From an optimization exercise on the open Yosys and OpenROAD flow, aimed at small area and a short achievable clock period; shortcuts taken in it are not production practice.
RTL that was checked went through simulation tests only; none was proved equivalent to the original.
Only the layout flow was run in run 2; the RTL was not checked for function there.
Power figures rest on the tool's default switching activity, not on a simulated workload.

==> flow/design.v (outline; a module is shown in full before it is edited, if it fits) <==
// module Convolution_with_pipeline: 1969 lines
// module cv_fa: 4 lines
module Convolution_with_pipeline(clk, rst_n, in_valid, weight_valid, In_IFM_1, In_IFM_2, In_IFM_3, In_IFM_4, In_IFM_5, In_IFM_6, In_IFM_7, In_IFM_8, In_IFM_9, In_Weight_1, In_Weight_2, In_Weight_3, In_Weight_4, In_Weight_5, In_Weight_6, In_Weight_7, In_Weight_8, In_Weight_9, out_valid, Out_OFM);
  // ...
==> flow/flow/run.sh <==
#!/bin/bash
# The standard layout, with plain buffers on the ports instead of the
# delay cells buffer_ports picks by default. Each tool's log stays in orfs/logs;
# make's own output goes to standard.log.
set -euo pipefail
export BUFFER_PORTS_ARGS="-buffer_cell sky130_fd_sc_hd__buf_2"
export CTS_ARGS="-sink_clustering_enable -repair_clock_nets -dont_use_dummy_load -sink_clustering_size 12 -sink_clustering_max_diameter 60 -buf_list sky130_fd_sc_hd__clkbuf_8"
bash standard.sh > standard.log 2>&1
==> flow/standard.sh <==
#!/bin/bash
# synth_recipe.tcl (not shown) runs the flow's synth.tcl, then flattens the netlist and writes it again
# the make line also repeats each setting of config.mk as NAME=value (left out here)
make -C /OpenROAD-flow-scripts/flow DESIGN_CONFIG=/design/flow/config.mk WORK_HOME=/design/flow/orfs CLKGATE_MAP_FILE= SYNTH_SCRIPT=/design/flow/synth_recipe.tcl "${@:-finish}"
==> flow/config.mk <==
export PLATFORM = sky130hd
export DESIGN_NAME = Convolution_with_pipeline
export DESIGN_NICKNAME = Convolution_with_pipeline
export VERILOG_FILES = /design/flow/design.v
export SDC_FILE = /design/flow/constraint.sdc
export NUM_CORES = 4
export LEC_CHECK = 0
export CAP_MARGIN = 20
export CORE_MARGIN = 2
export CORE_UTILIZATION = 65
export PLACE_DENSITY = 0.8
export SETUP_SLACK_MARGIN = 2.0
export SLEW_MARGIN = 20
export SYNTH_HIERARCHICAL = 1
==> flow/constraint.sdc <==
create_clock -name core_clock -period 5.0 [get_ports {clk}]
set_input_delay 1.0000 -clock core_clock [delete_from_list [all_inputs] [get_ports {clk}]]
set_output_delay 1.0000 -clock core_clock [all_outputs]
set_load 0.01 [all_outputs]
==> run notes, run 1 <==
CP endpoint kind=flip-flop; Hold Buf Count CTS=0; initial core utilization=roughly two thirds; Vias/cell=slightly above 6; status=complete, no violations; slew at the pin closest to its max-slew limit=between 0.9 and 1 ns; placed cells=2229; dominant cell type by area after synthesis=fa_1; EDFF count, synth=0; combinational power=approximately 0.012 W; Layout area overhead=11.7%; Seq cells=just over 300; final period utilization=60.4%; Sequential Power Share=about a quarter; Clock Power=0.00150 W; Synth Area in Simple Gates=11.4%; dpl hpwl=roughly 50000 um; Biggest Area Class=multi-input combinational cells; register share of the cell area=a little over a quarter; TritonCTS Buffers=35; number of signal-net buffers in the layout=180; crit-path max cell delay=around 0.60 ns; post-cts resize count=16; Met1 Wirelength=23000 um; nonclk inv count=23; met3 WL=6870 um; Top Family by Delay on Critical Path=adder cells; sequential-to-total area share from yosys stat=around 29%; Core ar.=between 30000 and 40000 sq um; largest family of logic cells by synthesized area=adder cells; Worst path slowest cell=fa_1; M3 GR Usage=between 9 and 10%; critical path data arrival time=3.43 ns; FF-to-FF End=r2[16]; largest registers=r1 (176), r2 (39), r3 (20); Hold Crit Class=primary input to async pin; Reg clk slew, reported paths=around 0.08 ns; H-tree Lvls=2; total setup buffers inserted after CTS=0; # Taps=approximately 440; worst path bufs/invs=2; Tot Pwr=0.0173 W; fraction of power consumed by the clock network=8.7%; Via Count=13772
==> run 2: changes to the inputs <==
--- a/flow/design.v
+++ b/flow/design.v
@@ -569,16 +569,105 @@
 wire s1083, c1084;
 wire s1085, c1086;
 wire s1087, c1088;
 wire s1089, c1090;
 wire s1091, c1092;
 wire s1093, c1094;
 wire s1095, c1096;
 wire s1097, c1098;
+wire g1100, p1101;
+wire g1102, p1103;
+wire g1104, p1105;
+wire g1106, p1107;
+wire g1108, p1109;
+wire g1110, p1111;
+wire g1112, p1113;
+wire g1114, p1115;
+wire g1116, p1117;
+wire g1118, p1119;
+wire g1120, p1121;
+wire g1122, p1123;
+wire g1124, p1125;
+wire g1126, p1127;
+wire g1128, p1129;
+wire g1130, p1131;
+wire g1132, p1133;
+wire g1134, p1135;
+wire g1136, p1137;
+wire g1138, p1139;
+wire G1140, P1141;
+wire G1142, P1143;
+wire G1144, P1145;
+wire G1146, P1147;
+wire G1148, P1149;
+wire G1150, P1151;
+wire G1152, P1153;
+wire G1154, P1155;
+wire G1156, P1157;
+wire G1158, P1159;
+wire G1160, P1161;
+wire G1162, P1163;
+wire G1164, P1165;
+wire G1166, P1167;
+wire G1168, P1169;
+wire G1170, P1171;
+wire G1172, P1173;
+wire G1174, P1175;
+wire G1176, P1177;
+wire G1178, P1179;
+wire G1180, P1181;
+wire G1182, P1183;
+wire G1184, P1185;
+wire G1186, P1187;
+wire G1188, P1189;
+wire G1190, P1191;
+wire G1192, P1193;
+wire G1194, P1195;
+wire G1196, P1197;
+wire G1198, P1199;
+wire G1200, P1201;
+wire G1202, P1203;
+wire G1204, P1205;
+wire G1206, P1207;
+wire G1208, P1209;
+wire G1210, P1211;
+wire G1212, P1213;
+wire G1214, P1215;
+wire G1216, P1217;
+wire G1218, P1219;
+wire G1220, P1221;
+wire G1222, P1223;
+wire G1224, P1225;
+wire G1226, P1227;
+wire G1228, P1229;
+wire G1230, P1231;
+wire G1232, P1233;
+wire G1234, P1235;
+wire G1236, P1237;
+wire G1238, P1239;
+wire G1240, P1241;
+wire G1242, P1243;
+wire G1244, P1245;
+wire G1246, P1247;
+wire G1248, P1249;
+wire G1250, P1251;
+wire G1252, P1253;
+wire G1254, P1255;
+wire G1256, P1257;
+wire G1258, P1259;
+wire G1260, P1261;
+wire G1262, P1263;
+wire G1264, P1265;
+wire G1266, P1267;
+wire G1268, P1269;
+wire G1270, P1271;
+wire G1272, P1273;
+wire G1274, P1275;
+wire G1276, P1277;
 reg [7:0] w0, w1, w2, w3, w4, w5, w6, w7, w8;
 always @(posedge clk) if (weight_valid) begin
   w0 <= In_Weight_1;
   w1 <= In_Weight_2;
   w2 <= In_Weight_3;
   w3 <= In_Weight_4;
   w4 <= In_Weight_5;
   w5 <= In_Weight_6;
@@ -1936,17 +2025,195 @@
 cv_fa u1083 (.a(r2[20]), .b(r2[21]), .c(r2[22]), .s(s1083), .co(c1084));
 cv_fa u1085 (.a(r2[23]), .b(r2[24]), .c(r2[25]), .s(s1085), .co(c1086));
 cv_fa u1087 (.a(r2[26]), .b(c1084), .c(s1085), .s(s1087), .co(c1088));
 cv_fa u1089 (.a(r2[27]), .b(r2[28]), .c(c1086), .s(s1089), .co(c1090));
 cv_fa u1091 (.a(r2[29]), .b(r2[30]), .c(r2[31]), .s(s1091), .co(c1092));
 cv_fa u1093 (.a(r2[32]), .b(r2[33]), .c(r2[34]), .s(s1093), .co(c1094));
 cv_fa u1095 (.a(r2[35]), .b(r2[36]), .c(c1094), .s(s1095), .co(c1096));
 cv_fa u1097 (.a(r2[37]), .b(r2[38]), .c(c1096), .s(s1097), .co(c1098));
-wire [19:0] sum1099 = ~{1'b1, c1098, s1097, s1095, c1092, c1090, c1088, s1087, c1082, c1080, c1078, s1077, s1075, r2[8], r2[7], r2[6], r2[4], r2[3], r2[1], r2[0]} + ~{1'b1, 1'b1, 1'b1, 1'b1, s1093, s1091, s1089, 1'b1, s1083, s1081, s1079, 1'b1, 1'b1, 1'b1, 1'b1, 1'b1, r2[5], 1'b1, r2[2], 1'b1};
+cv_g ug1100 (.an(r2[0]), .bn(1'b1), .g(g1100));
+cv_p up1101 (.an(r2[0]), .bn(1'b1), .p(p1101));
+cv_g ug1102 (.an(r2[1]), .bn(r2[2]), .g(g1102));
+cv_p up1103 (.an(r2[1]), .bn(r2[2]), .p(p1103));
+cv_g ug1104 (.an(r2[3]), .bn(1'b1), .g(g1104));
+cv_p up1105 (.an(r2[3]), .bn(1'b1), .p(p1105));
+cv_g ug1106 (.an(r2[4]), .bn(r2[5]), .g(g1106));
+cv_p up1107 (.an(r2[4]), .bn(r2[5]), .p(p1107));
+cv_g ug1108 (.an(r2[6]), .bn(1'b1), .g(g1108));
+cv_p up1109 (.an(r2[6]), .bn(1'b1), .p(p1109));
+cv_g ug1110 (.an(r2[7]), .bn(1'b1), .g(g1110));
+cv_p up1111 (.an(r2[7]), .bn(1'b1), .p(p1111));
+cv_g ug1112 (.an(r2[8]), .bn(1'b1), .g(g1112));
+cv_p up1113 (.an(r2[8]), .bn(1'b1), .p(p1113));
+cv_g ug1114 (.an(s1075), .bn(1'b1), .g(g1114));
+cv_p up1115 (.an(s1075), .bn(1'b1), .p(p1115));
+cv_g ug1116 (.an(s1077), .bn(1'b1), .g(g1116));
+cv_p up1117 (.an(s1077), .bn(1'b1), .p(p1117));
+cv_g ug1118 (.an(c1078), .bn(s1079), .g(g1118));
+cv_p up1119 (.an(c1078), .bn(s1079), .p(p1119));
+cv_g ug1120 (.an(c1080), .bn(s1081), .g(g1120));
+cv_p up1121 (.an(c1080), .bn(s1081), .p(p1121));
+cv_g ug1122 (.an(c1082), .bn(s1083), .g(g1122));
+cv_p up1123 (.an(c1082), .bn(s1083), .p(p1123));
+cv_g ug1124 (.an(s1087), .bn(1'b1), .g(g1124));
+cv_p up1125 (.an(s1087), .bn(1'b1), .p(p1125));
+cv_g ug1126 (.an(c1088), .bn(s1089), .g(g1126));
+cv_p up1127 (.an(c1088), .bn(s1089), .p(p1127));
+cv_g ug1128 (.an(c1090), .bn(s1091), .g(g1128));
+cv_p up1129 (.an(c1090), .bn(s1091), .p(p1129));
+cv_g ug1130 (.an(c1092), .bn(s1093), .g(g1130));
+cv_p up1131 (.an(c1092), .bn(s1093), .p(p1131));
+cv_g ug1132 (.an(s1095), .bn(1'b1), .g(g1132));
+cv_p up1133 (.an(s1095), .bn(1'b1), .p(p1133));
+cv_g ug1134 (.an(s1097), .bn(1'b1), .g(g1134));
+cv_p up1135 (.an(s1097), .bn(1'b1), .p(p1135));
+cv_g ug1136 (.an(c1098), .bn(1'b1), .g(g1136));
+cv_p up1137 (.an(c1098), .bn(1'b1), .p(p1137));
+cv_g ug1138 (.an(1'b1), .bn(1'b1), .g(g1138));
+cv_p up1139 (.an(1'b1), .bn(1'b1), .p(p1139));
+assign G1140 = g1102 | (p1103 & g1100);
+assign P1141 = p1103 & p1101;
+assign G1142 = g1104 | (p1105 & g1102);
+assign P1143 = p1105 & p1103;
+assign G1144 = g1106 | (p1107 & g1104);
+assign P1145 = p1107 & p1105;
+assign G1146 = g1108 | (p1109 & g1106);
+assign P1147 = p1109 & p1107;
+assign G1148 = g1110 | (p1111 & g1108);
+assign P1149 = p1111 & p1109;
+assign G1150 = g1112 | (p1113 & g1110);
+assign P1151 = p1113 & p1111;
+assign G1152 = g1114 | (p1115 & g1112);
+assign P1153 = p1115 & p1113;
+assign G1154 = g1116 | (p1117 & g1114);
+assign P1155 = p1117 & p1115;
+assign G1156 = g1118 | (p1119 & g1116);
+assign P1157 = p1119 & p1117;
+assign G1158 = g1120 | (p1121 & g1118);
+assign P1159 = p1121 & p1119;
+assign G1160 = g1122 | (p1123 & g1120);
+assign P1161 = p1123 & p1121;
+assign G1162 = g1124 | (p1125 & g1122);
+assign P1163 = p1125 & p1123;
+assign G1164 = g1126 | (p1127 & g1124);
+assign P1165 = p1127 & p1125;
+assign G1166 = g1128 | (p1129 & g1126);
+assign P1167 = p1129 & p1127;
+assign G1168 = g1130 | (p1131 & g1128);
+assign P1169 = p1131 & p1129;
+assign G1170 = g1132 | (p1133 & g1130);
+assign P1171 = p1133 & p1131;
+assign G1172 = g1134 | (p1135 & g1132);
+assign P1173 = p1135 & p1133;
+assign G1174 = g1136 | (p1137 & g1134);
+assign P1175 = p1137 & p1135;
+assign G1176 = g1138 | (p1139 & g1136);
+assign P1177 = p1139 & p1137;
+assign G1178 = G1142 | (P1143 & g1100);
+assign P1179 = P1143 & p1101;
+assign G1180 = G1144 | (P1145 & G1140);
+assign P1181 = P1145 & P1141;
+assign G1182 = G1146 | (P1147 & G1142);
+assign P1183 = P1147 & P1143;
+assign G1184 = G1148 | (P1149 & G1144);
+assign P1185 = P1149 & P1145;
+assign G1186 = G1150 | (P1151 & G1146);
+assign P1187 = P1151 & P1147;
+assign G1188 = G1152 | (P1153 & G1148);
+assign P1189 = P1153 & P1149;
+assign G1190 = G1154 | (P1155 & G1150);
+assign P1191 = P1155 & P1151;
+assign G1192 = G1156 | (P1157 & G1152);
+assign P1193 = P1157 & P1153;
+assign G1194 = G1158 | (P1159 & G1154);
+assign P1195 = P1159 & P1155;
+assign G1196 = G1160 | (P1161 & G1156);
+assign P1197 = P1161 & P1157;
+assign G1198 = G1162 | (P1163 & G1158);
+assign P1199 = P1163 & P1159;
+assign G1200 = G1164 | (P1165 & G1160);
+assign P1201 = P1165 & P1161;
+assign G1202 = G1166 | (P1167 & G1162);
+assign P1203 = P1167 & P1163;
+assign G1204 = G1168 | (P1169 & G1164);
+assign P1205 = P1169 & P1165;
+assign G1206 = G1170 | (P1171 & G1166);
+assign P1207 = P1171 & P1167;
+assign G1208 = G1172 | (P1173 & G1168);
+assign P1209 = P1173 & P1169;
+assign G1210 = G1174 | (P1175 & G1170);
+assign P1211 = P1175 & P1171;
+assign G1212 = G1176 | (P1177 & G1172);
+assign P1213 = P1177 & P1173;
+assign G1214 = G1182 | (P1183 & g1100);
+assign P1215 = P1183 & p1101;
+assign G1216 = G1184 | (P1185 & G1140);
+assign P1217 = P1185 & P1141;
+assign G1218 = G1186 | (P1187 & G1178);
+assign P1219 = P1187 & P1179;
+assign G1220 = G1188 | (P1189 & G1180);
+assign P1221 = P1189 & P1181;
+assign G1222 = G1190 | (P1191 & G1182);
+assign P1223 = P1191 & P1183;
+assign G1224 = G1192 | (P1193 & G1184);
+assign P1225 = P1193 & P1185;
+assign G1226 = G1194 | (P1195 & G1186);
+assign P1227 = P1195 & P1187;
+assign G1228 = G1196 | (P1197 & G1188);
+assign P1229 = P1197 & P1189;
+assign G1230 = G1198 | (P1199 & G1190);
+assign P1231 = P1199 & P1191;
+assign G1232 = G1200 | (P1201 & G1192);
+assign P1233 = P1201 & P1193;
+assign G1234 = G1202 | (P1203 & G1194);
+assign P1235 = P1203 & P1195;
+assign G1236 = G1204 | (P1205 & G1196);
+assign P1237 = P1205 & P1197;
+assign G1238 = G1206 | (P1207 & G1198);
+assign P1239 = P1207 & P1199;
+assign G1240 = G1208 | (P1209 & G1200);
+assign P1241 = P1209 & P1201;
+assign G1242 = G1210 | (P1211 & G1202);
+assign P1243 = P1211 & P1203;
+assign G1244 = G1212 | (P1213 & G1204);
+assign P1245 = P1213 & P1205;
+assign G1246 = G1222 | (P1223 & g1100);
+assign P1247 = P1223 & p1101;
+assign G1248 = G1224 | (P1225 & G1140);
+assign P1249 = P1225 & P1141;
+assign G1250 = G1226 | (P1227 & G1178);
+assign P1251 = P1227 & P1179;
+assign G1252 = G1228 | (P1229 & G1180);
+assign P1253 = P1229 & P1181;
+assign G1254 = G1230 | (P1231 & G1214);
+assign P1255 = P1231 & P1215;
+assign G1256 = G1232 | (P1233 & G1216);
+assign P1257 = P1233 & P1217;
+assign G1258 = G1234 | (P1235 & G1218);
+assign P1259 = P1235 & P1219;
+assign G1260 = G1236 | (P1237 & G1220);
+assign P1261 = P1237 & P1221;
+assign G1262 = G1238 | (P1239 & G1222);
+assign P1263 = P1239 & P1223;
+assign G1264 = G1240 | (P1241 & G1224);
+assign P1265 = P1241 & P1225;
+assign G1266 = G1242 | (P1243 & G1226);
+assign P1267 = P1243 & P1227;
+assign G1268 = G1244 | (P1245 & G1228);
+assign P1269 = P1245 & P1229;
+assign G1270 = G1262 | (P1263 & g1100);
+assign P1271 = P1263 & p1101;
+assign G1272 = G1264 | (P1265 & G1140);
+assign P1273 = P1265 & P1141;
+assign G1274 = G1266 | (P1267 & G1178);
+assign P1275 = P1267 & P1179;
+assign G1276 = G1268 | (P1269 & G1180);
+assign P1277 = P1269 & P1181;
+wire [19:0] sum1099 = {(p1139 ^ G1274), (p1137 ^ G1272), (p1135 ^ G1270), (p1133 ^ G1260), (p1131 ^ G1258), (p1129 ^ G1256), (p1127 ^ G1254), (p1125 ^ G1252), (p1123 ^ G1250), (p1121 ^ G1248), (p1119 ^ G1246), (p1117 ^ G1220), (p1115 ^ G1218), (p1113 ^ G1216), (p1111 ^ G1214), (p1109 ^ G1180), (p1107 ^ G1178), (p1105 ^ G1140), (p1103 ^ g1100), p1101};
 reg [19:0] r3;
 always @(posedge clk) begin
   r3[0] <= sum1099[0];
   r3[1] <= sum1099[1];
   r3[2] <= sum1099[2];
   r3[3] <= sum1099[3];
   r3[4] <= sum1099[4];
   r3[5] <= sum1099[5];
@@ -1966,8 +2233,14 @@
   r3[19] <= sum1099[19];
 end
 assign Out_OFM = {1'b0, {r3[19], r3[18], r3[17], r3[16], r3[15], r3[14], r3[13], r3[12], r3[11], r3[10], r3[9], r3[8], r3[7], r3[6], r3[5], r3[4], r3[3], r3[2], r3[1], r3[0]}};
 endmodule
 module cv_fa(input a, input b, input c, output s, output co);
 assign s = a ^ b ^ c;
 assign co = (a & b) | (a & c) | (b & c);
 endmodule
+module cv_g(input an, input bn, output g);
+assign g = ~(an | bn);
+endmodule
+module cv_p(input an, input bn, output p);
+assign p = an ^ bn;
+endmodule
==> flow/flow/run.sh (replaced) <==
#!/bin/bash
# The standard layout, with plain buffers on the ports instead of the
# delay cells buffer_ports picks by default. Each tool's log stays in orfs/logs;
# make's own output goes to standard.log.
set -euo pipefail
export BUFFER_PORTS_ARGS="-buffer_cell sky130_fd_sc_hd__buf_2"
export CTS_ARGS="-sink_clustering_enable -repair_clock_nets -dont_use_dummy_load -sink_clustering_size 20 -sink_clustering_max_diameter 100"
bash standard.sh > standard.log 2>&1
==> flow/config.mk (replaced) <==
export PLATFORM = sky130hd
export DESIGN_NAME = Convolution_with_pipeline
export DESIGN_NICKNAME = Convolution_with_pipeline
export VERILOG_FILES = /design/flow/design.v
export SDC_FILE = /design/flow/constraint.sdc
export NUM_CORES = 4
export LEC_CHECK = 0
export CAP_MARGIN = 20
export CORE_MARGIN = 2
export CORE_UTILIZATION = 60
export PLACE_DENSITY = 0.75
export SETUP_SLACK_MARGIN = 2.1
export SLEW_MARGIN = 20
export SYNTH_HIERARCHICAL = 1
==> run 2 against run 1 <==
Worst setup slack worse by 0.071 ns. Non-clock buffer count rose by 18. Sequential power grew 1%. Global-route usage up 0.88 points. Final cell count rose by 4.5%. Critical path type unchanged. Critical endpoint is now r1[7].
==> run notes, run 2 <==
status=complete, no violations (unchanged); grt ovf=0 (unchanged); FILL cells=2440 (was 2129); largest cells by area after synthesis=fa_1, dfxtp_1, nand2_1 (unchanged); TritonCTS Buffers=19 (was 35); clock latency (worst-skew pair)=0.53 ns (was 0.56 ns); total track usage=39.2% (was 38.3%); Fin. Hold Viols=0 (unchanged); TNS Setup=0 ns (unchanged); crit-path max FO=6 (was 11); Final setup violation count=0 (unchanged); H-tree Lvls=1 (was 2); clk_skew=0.0216 ns (was 0.0378 ns); final std cells w/o fill=2376 (was 2274); post-route core utilization=70.2% (was 73.3%); Leakage=9.23 nW (was 8.87 nW); register bit total from synthesis=310 (unchanged); global-route wire length before repair=102000 um (was 92700 um); Worst Path Required=5.40 ns (was 5.41 ns); initial antenna violation count=2 (was 0); most frequent cell after synthesis=nand2_1 (unchanged); Mapped Area=21400 sq um (was 21300 sq um); initial core utilization=60.6% (was 65.7%); Async SR Flop Fraction=0.968% (unchanged); Iter 0 DRT Violations=1090 (was 1384); sequential-to-total area share from yosys stat=29.1% (was 29.3%); dpl hpwl=52700 um (was 51000 um); placed cells=2305 (was 2229); Clock Sinks=310 (unchanged); Avg WL per Cell=29.2 um (was 27.0 um); top cell type's share of synthesized area=51.4% (was 51.7%); Post-synth top cells=nand2_1, fa_1, dfxtp_1, buf_1, mux2_2 (unchanged); Core ar.=35300 sq um (was 32400 sq um); Vias/cell=6.09 (was 6.06); Max IR drop VDD=0.788 mV (was 0.575 mV); DR pass1 iterations=8 (was 5); Synth Instances=1731 (was 1700); die height=193 um (was 185 um); largest net degree at the start of global routing=21 (was 17); Peak Freq=324 MHz (was 331 MHz); Post-synth top flop=dfxtp_1 (unchanged); die area=37200 sq um (was 34200 sq um); area of the multi-input gates=16200 sq um (was 15300 sq um); Yosys warnings=7 (unchanged); CP Launch Type=primary input (unchanged); Reg with most FFs=r1 (unchanged); dominant cell type by area after synthesis=fa_1 (unchanged); Hold Crit Class=primary input to async pin (unchanged); Layout area overhead=15.8% (was 11.7%); Reg clk slew, reported paths=0.09 ns (was 0.08 ns); Netlist cell types=39 (was 50); Synth Area per Inst=12.4 sq um (was 12.5 sq um); Pwr Density=719 nW/um^2 (was 729 nW/um^2); Clock Root Buffer=clkbuf_16 (was clkbuf_8); most frequent cells in the layout=nand2_1, fa_1, dfxtp_1, buf_2, fa_2 (unchanged); final period utilization=61.8% (was 60.4%); fraction of layout cells with a size suffix above 1=29.0% (was 24.3%); Top-Level Pins=170 (unchanged); RSZ-0062 raised after global routing=yes (unchanged); vias in the first global route=15885 (was 15345); Nets=2613 (was 2540); crit path from=weight_valid (unchanged); final max-slew violation count=0 (unchanged); routability cong.=0.961 (was 0.965); CP endpoint kind=flip-flop (unchanged); Storage cell area=6220 sq um (about the same); Die X=193 um (was 185 um); max-cap viol count=0 (unchanged); slew at the pin closest to its max-slew limit=0.548 ns (was 0.976 ns); CP Class=primary input to flip-flop (unchanged); max_slew headroom=63.3% (was 34.9%); most common cell after layout, fill and taps aside=nand2_1 (unchanged); Fin Hold WS=0.243 ns (was 0.224 ns); Via Count=14475 (was 13772); max FFs per register=176 (unchanged); WL final=69300 um (was 61500 um); EDFF count, synth=0 (unchanged); RR Startpoint=r1[75] (was r1[70]); IO buf count=168 (unchanged); CTS tree=built (unchanged); largest registers=r1 (176), r2 (39), r3 (20) (unchanged); Rows=69 (was 66); critical path data arrival time=3.49 ns (was 3.43 ns); Final ANT Viol Nets=0 (unchanged); Hold Buf Count CTS=0 (unchanged); maximum buffer depth of the clock tree=3 (unchanged); Residual DRC=0 (unchanged); minimum clock period=3.09 ns (was 3.02 ns); Tot Pwr=0.0178 W (was 0.0173 W)
run 2: cells by family after synthesis:
group | after synthesis | synth area share (%)
xor gates and xnor gates | 36 | 1.47
other | 2 | 0.0351
muxes | 72 | 3.79
buffers and inverters | 84 | 1.50
DFF | 310 | 29.1
AOI/OAI and AO/OA | 47 | 1.47
adders and majority gates | 550 | 51.4
and+or+nand+nor | 630 | 11.3
run 2: layout make-up:
type / instances / area share (%)
clock buffer: 19 / 1.92
antenna: 2 / 0.0202
sequential: 310 / 25.1
tap: 461 / 2.33
timing repair buffer: 198 / 5.42
inverter: 2 / 0.0303
multi-input combinational: 1384 / 65.2
run 2: stage by stage:
step	cell area (sq um)	setup WS, ns
2_1_floorplan	22200	1.73
3_3_place_gp	23200	1.07
3_5_place_dp	23200	1.02
4_1_cts	24500	1.96
5_1_grt	24800	1.92
6_report	24800	1.91
run 2: Yosys stat by module (local to each module, per instance):
module / flops+latches / cells / copies in the design / cell area, sq um
cv_g: 0 / 1 / 19 / 3.75
cv_p: 0 / 1 / 20 / 8.76
cv_fa: 0 / 1 / 549 / 20.0
Convolution_with_pipeline: 310 / 1143 / 1 / 10200
run 2: per-layer routing:
layer | vias up | routed length (um) | global-route usage, %
li1 | 5671 | - | -
met1 | 7516 | 25700 | 51.7
met2 | 1032 | 31700 | 61.5
met3 | 256 | 7850 | 10.7
met4 | 0 | 4030 | 17.1
met5 | - | 0 | 0
run 2: worst paths after layout:
kind / end / slack [ns] / depth (start not counted)
worst min register to register: r2[1] / 0.33 / 0
worst min-delay path: v1 / 0.24 / 1
min in group core_clock: r2[1] / 0.33 / 0
worst max register to register: r2[22] / 2.11 / 5
worst max-delay path: r1[7] / 1.91 / 8
max in group asynchronous: v2 / 4.63 / 1
run 2: worst max-delay path, stage by stage:
cell and delay, ns:
buf_16 0.13, buf_16 0.18, buf_6 0.13, mux2_4 0.36, nand2_2 0.09, fa_1 0.47
fa_2 0.66, fa_1 0.46
run 2: report_power, final:
group          total, W  switching (W)  internal, W
clock network   0.00155       0.000870     0.000679
logic            0.0119        0.00652      0.00542
registers       0.00432       0.000580      0.00375
total            0.0178        0.00797      0.00985
run 2: timing repair:
action | CTS | global route
resized for setup | 97 | 60
endpoints found under the setup margin | 168 | 101
cloned | 27 | 4
pin swaps | 37 | 64
setup buffers | 18 | 1

==> re-timing with driven ports <==
How much do the figures lean on ideal ports? The routed layouts below were timed once more, with nothing changed but the port constraints.
Step 1, drivers: a clkbuf_16 drives clk and a buf_2 each remaining input, both assumed.
Step 2 times the ports against the registers' clock, not the clock port: input delays grow and output delays shrink by t, the midpoint of the rising clock arrivals with the driver on.
Slacks: ideal / step 1 / step 2; pairs: ideal / step 1.
run | shift t [ns] | setup WS [ns] | worst hold slack (ns)
run 1 | 0.587 | 1.982 / 1.921 / 1.335 | 0.224 / 0.196 / 0.330
run 2 | 0.577 | 1.911 / 1.771 / 1.194 | 0.243 / 0.214 / 0.332
After both steps setup and hold are still met in every run listed. The setup slack of run 2, which loses most, moves by -0.140 ns with the drivers and by -0.717 ns with both steps.
